Background: an optimization exercise with open tools, aiming at small area. Do not read the settings as production practice. In this exercise RTL edits were held to simulation tests only and were not proved equivalent to the original.

job 1889:
## FFT16_SEQUENTIAL
module FFT16_SEQUENTIAL(A, Y, CLK, START, DONE, RESET);
input  [31:0] A;
output [31:0] Y;
input         CLK;
input         START;
output        DONE;
input         RESET;
reg [5:0] STATE;
reg       LAST_START;
always @(posedge CLK) begin
    if (RESET) begin
        LAST_START <= 1'b0;
        STATE      <= 6'd0;
    end else begin
        LAST_START <= START;
        case (STATE)
            6'd0:    STATE <= (~LAST_START & START) ? 6'd1 : 6'd0;
            6'd33:   STATE <= 6'd0;
            default: STATE <= STATE + 6'd1;
        endcase
    end
end
assign DONE = (STATE == 6'd18);
reg  [31:0] T [0:3][0:3];
wire [3:0] k    = STATE[3:0];
wire       act  = (STATE[5:4] == 2'b00);
wire       init = act & (STATE[3:2] == 2'b00);
wire [1:0] n    = k[3:2];
wire       g0   = n[0] & k[0];
wire [15:0] xh  = (g0 ? A[15:0]  : A[31:16]) & {16{act}};
wire [15:0] xl  = (g0 ? A[31:16] : A[15:0])  & {16{act}};
wire [31:0] tap [0:3];
genvar b;
generate
    for (b = 0; b < 4; b = b + 1) begin : ph1
        wire [1:0] br = k[1:0] - 2'd2 - b;
        wire [1:0] e  = n * br;
        wire       f  = (b % 2 == 1) ? n[0] : 1'b0;
        wire       sr = (f ? (e[0] ^ e[1]) : e[1]) & act;
        wire       si = (f ? e[1] : (e[0] ^ e[1])) & act;
        wire [31:0] acc = init ? 32'd0 : T[0][b];
        wire [15:0] yr, yi;
  ...
Settings: LEC_CHECK=0, CAP_MARGIN=20, CORE_MARGIN=2, CORE_UTILIZATION=40, CTS_CLUSTER_DIAMETER=80, CTS_CLUSTER_SIZE=30, PLACE_DENSITY=0.7, SETUP_SLACK_MARGIN=0.2, SLEW_MARGIN=20, SYNTH_HIERARCHICAL=1; clock period 14.0 ns.
run.sh (not shown) runs the stock make flow with config.mk's settings and CLKGATE_MAP_FILE= SYNTH_SCRIPT=/design/flow/synth_recipe.tcl, a recipe that flattens the netlist after the stock synthesis.
Job 1889 closes out successfully: all stages finished, all timing, DRC and antenna checks passed.
Modified inputs, job 3479 compared to job 1889
- CORE_UTILIZATION changed from 40 to 50
- PLACE_DENSITY removed (was 0.7)
Findings:
- Job 1889 has a lower sequential share of layout area than job 3479.
- Of job 3479 and job 1889, it is job 3479 that has the higher post-route clock period utilization.
- Compared to job 1889, job 3479 has critical path depth 19 lower.
- Non-clock buffer count: job 3479 vs job 1889 down 14
What job 3365 does differently from job 3479 at the input level:
- changing CORE_UTILIZATION from 50 to 40
==> flow/flow/run.sh (new file) <==
#!/bin/bash
# Own flow: the standard layout (standard synthesis, floorplan, placement,
# CTS, routing) with one change: the buffers that placement puts on the input
# and output ports are sky130_fd_sc_hd__buf_1 cells. Every port is still buffered.
set -euo pipefail
cd "$(dirname "$0")/.."
export BUFFER_PORTS_ARGS="-buffer_cell sky130_fd_sc_hd__buf_1"
export SETUP_REPAIR_SEQUENCE="unbuffer,sizedown,sizeup,swap"
bash standard.sh > standard_flow.log 2>&1
==> flow/standard.sh (new file) <==
#!/bin/bash
# synth_recipe.tcl (not shown) runs the flow's synth.tcl, then flattens the netlist and writes it again
# the make line also repeats each setting of config.mk as NAME=value (left out here)
make -C /OpenROAD-flow-scripts/flow DESIGN_CONFIG=/design/flow/config.mk WORK_HOME=/design/flow/orfs CLKGATE_MAP_FILE= SYNTH_SCRIPT=/design/flow/synth_recipe.tcl "${@:-finish}"
removed: flow/run.sh
### Flow results
Fraction of the core area covered by cells at the end of the flow, job 3365 and job 3479: larger value in job 3479
When job 3365 is set beside job 3479, its met1 track demand over resource in global routing turns out to be 7.4 points smaller.
Count of clock-buffer cells in the layout: job 3365 and job 3479 compared, higher one is job 3479
Going from job 3479 to job 3365, non-clock buffer count grew by a little under 10%.

* * *

FFT16_SEQUENTIAL, a different RTL version from the one above (not shown whole).
Size in the first run: roughly 2800 cells after synthesis, ~520 flip-flops, about 35000 um2 of cells after synthesis.
==> flow/config.mk <==
export PLATFORM = sky130hd
export DESIGN_NAME = FFT16_SEQUENTIAL
export DESIGN_NICKNAME = FFT16_SEQUENTIAL
export VERILOG_FILES = /design/flow/design.v
export SDC_FILE = /design/flow/constraint.sdc
export NUM_CORES = 4
export LEC_CHECK = 0
export CAP_MARGIN = 20
export CORE_MARGIN = 2
export CORE_UTILIZATION = 40
export CTS_CLUSTER_DIAMETER = 80
export CTS_CLUSTER_SIZE = 34
export SLEW_MARGIN = 20
export SYNTH_HIERARCHICAL = 1
==> flow/constraint.sdc <==
create_clock -name core_clock -period 14.0 [get_ports {CLK}]
set_input_delay 2.8000 -clock core_clock [delete_from_list [all_inputs] [get_ports {CLK}]]
set_output_delay 2.8000 -clock core_clock [all_outputs]
set_load 0.01 [all_outputs]
Stock flow here: none of the scripts above is used.
The baseline produced a clean layout.
Edit:
CAP_MARGIN = 0   (was 20)
CTS_CLUSTER_SIZE = 30   (was 34)
SLEW_MARGIN = 0   (was 20)
Effect: The new run ran to the end with no violations. Worst setup slack improved by 0.12 ns. Area after synthesis does not change. Core utilization hardly moves. Clock-buffer cell count is unchanged. Routed wire length stays flat. Cell area is about the same. Critical path depth is higher by 1.

* * *

FFT16_SEQUENTIAL with an RTL version that a note above also has.
For scale: about 2,600 cells after synthesis, roughly 520 flip-flops, about 68 I/O pins, ~34,000 um^2 of cells after synthesis.
## FFT16_SEQUENTIAL
module FFT16_SEQUENTIAL(A, Y, CLK, START, DONE, RESET);
input  [31:0] A;
output [31:0] Y;
input         CLK;
input         START;
output        DONE;
input         RESET;
reg [5:0] STATE;
reg       LAST_START;
always @(posedge CLK) begin
    if (RESET) begin
        LAST_START <= 1'b0;
        STATE      <= 6'd0;
    end else begin
        LAST_START <= START;
        case (STATE)
            6'd0:    STATE <= (~LAST_START & START) ? 6'd1 : 6'd0;
            6'd33:   STATE <= 6'd0;
            default: STATE <= STATE + 6'd1;
        endcase
    end
end
assign DONE = (STATE == 6'd18);
reg  [31:0] T [0:3][0:3];
wire [3:0] k    = STATE[3:0];
wire       act  = (STATE[5:4] == 2'b00);
wire       init = act & (STATE[3:2] == 2'b00);
wire [1:0] n    = k[3:2];
wire       g0   = n[0] & k[0];
wire [15:0] xh  = (g0 ? A[15:0]  : A[31:16]) & {16{act}};
wire [15:0] xl  = (g0 ? A[31:16] : A[15:0])  & {16{act}};
wire [31:0] tap [0:3];
genvar b;
generate
    for (b = 0; b < 4; b = b + 1) begin : ph1
        wire [1:0] br = k[1:0] - 2'd2 - b;
        wire [1:0] e  = n * br;
        wire       f  = (b % 2 == 1) ? n[0] : 1'b0;
        wire       sr = (f ? (e[0] ^ e[1]) : e[1]) & act;
        wire       si = (f ? e[1] : (e[0] ^ e[1])) & act;
        wire [31:0] acc = init ? 32'd0 : T[0][b];
  ...
Settings: LEC_CHECK=0, CAP_MARGIN=20, CORE_MARGIN=2, CORE_UTILIZATION=40, CTS_CLUSTER_DIAMETER=80, CTS_CLUSTER_SIZE=30, SETUP_SLACK_MARGIN=0.2, SLEW_MARGIN=20, SYNTH_HIERARCHICAL=1; clock period 14.0 ns.
standard.sh (not shown) runs the stock make flow with config.mk's settings and CLKGATE_MAP_FILE= SYNTH_SCRIPT=/design/flow/synth_recipe.tcl, a recipe that flattens the netlist after the stock synthesis.
==> flow/flow/run.sh <==
#!/bin/bash
set -euo pipefail
cd "$(dirname "$0")/.."
export BUFFER_PORTS_ARGS="-buffer_cell sky130_fd_sc_hd__buf_1"
bash standard.sh synth > standard_synth.log 2>&1
export DONT_USE_CELLS="sky130_fd_sc_hd__buf_4 sky130_fd_sc_hd__buf_6 sky130_fd_sc_hd__buf_8 sky130_fd_sc_hd__buf_12 sky130_fd_sc_hd__buf_16"
bash standard.sh > standard_flow.log 2>&1
Then changed:
==> flow/run.sh (new file) <==
#!/bin/bash
# synth_recipe.tcl (not shown) runs the flow's synth.tcl, then flattens the netlist and writes it again
# the make line also repeats each setting of config.mk as NAME=value (left out here)
make -C /OpenROAD-flow-scripts/flow DESIGN_CONFIG=/design/flow/config.mk WORK_HOME=/design/flow/orfs CLKGATE_MAP_FILE= SYNTH_SCRIPT=/design/flow/synth_recipe.tcl finish
- CTS_BUF_LIST: default -> sky130_fd_sc_hd__clkbuf_8 sky130_fd_sc_hd__clkbuf_16
removed: flow/flow/run.sh
removed: flow/standard.sh
The new run went through all stages and came out clean.
Register-to-register slack gets better by 0.02 ns.
Via count is higher by 1.2%.
Setup slack gets better by 0.021 ns.
Fmax barely changes.
Then changed:
- CTS_BUF_LIST: sky130_fd_sc_hd__clkbuf_8 sky130_fd_sc_hd__clkbuf_16 -> default
- SETUP_SLACK_MARGIN: 0.2 -> 0.1
Result: The new run finished clean; worst setup slack is worse by 0.20 ns; final cell count hardly moves; worst hold slack is better by 0.029 ns; fmax came out lower slightly.
Then changed:
- CORE_UTILIZATION: 40 -> 30
- SETUP_SLACK_MARGIN: 0.1 -> 0.2
After rerunning:
- synthesized area is unchanged
- setup slack improves by 0.13 ns
- routed wire length grows by 0.83%
Then changed:
- CORE_UTILIZATION: 30 -> 40
- SETUP_SLACK_MARGIN: 0.2 -> 0.4
Sequential share of layout area rose by 0.37 points.
Via count rose by 0.87%.
Final cell count fell by 8.6%.
Clock-buffer cell count fell by 2.
Clock skew fell by 0.018 ns.
Worst setup slack gains 0.059 ns.

-- re-timing with driven ports --
No port has a modelled driver above. Below, the same layouts with a new extraction and two added sets of constraints.
Step 1 sets driving cells, clkbuf_16 on the clock port and buf_2 on the other inputs (assumed; they add their load-dependent delay and slew).
Step 2, shift: input delay + t, output delay - t, t = (earliest + latest rising clock arrival at the registers) / 2. This alone moves slack from input paths to output paths.
Three values: ideal, step 1, step 2; two values: the first two.
run	t (ns)	setup slack, ns	pins driven straight from the clock port
job 1889	0.632	0.410 / 0.410 / 0.410	1
job 3479	0.651	0.250 / 0.191 / 0.324	1
job 3365	0.636	0.382 / 0.382 / 0.382	1
the first run of note 2	0.635	0.132 / 0.132 / 0.132	1
the second run of note 2	0.631	0.252 / 0.252 / 0.252	1
the first run of note 3	0.636	0.382 / 0.382 / 0.382	1
the second run of note 3	0.618	0.402 / 0.402 / 0.402	1
the third run of note 3	0.626	0.206 / 0.186 / 0.206	1
the fourth run of note 3	0.670	0.333 / 0.270 / 0.333	1
the fifth run of note 3	0.637	0.393 / 0.393 / 0.393	1
After both steps setup and hold are still met in every run listed.
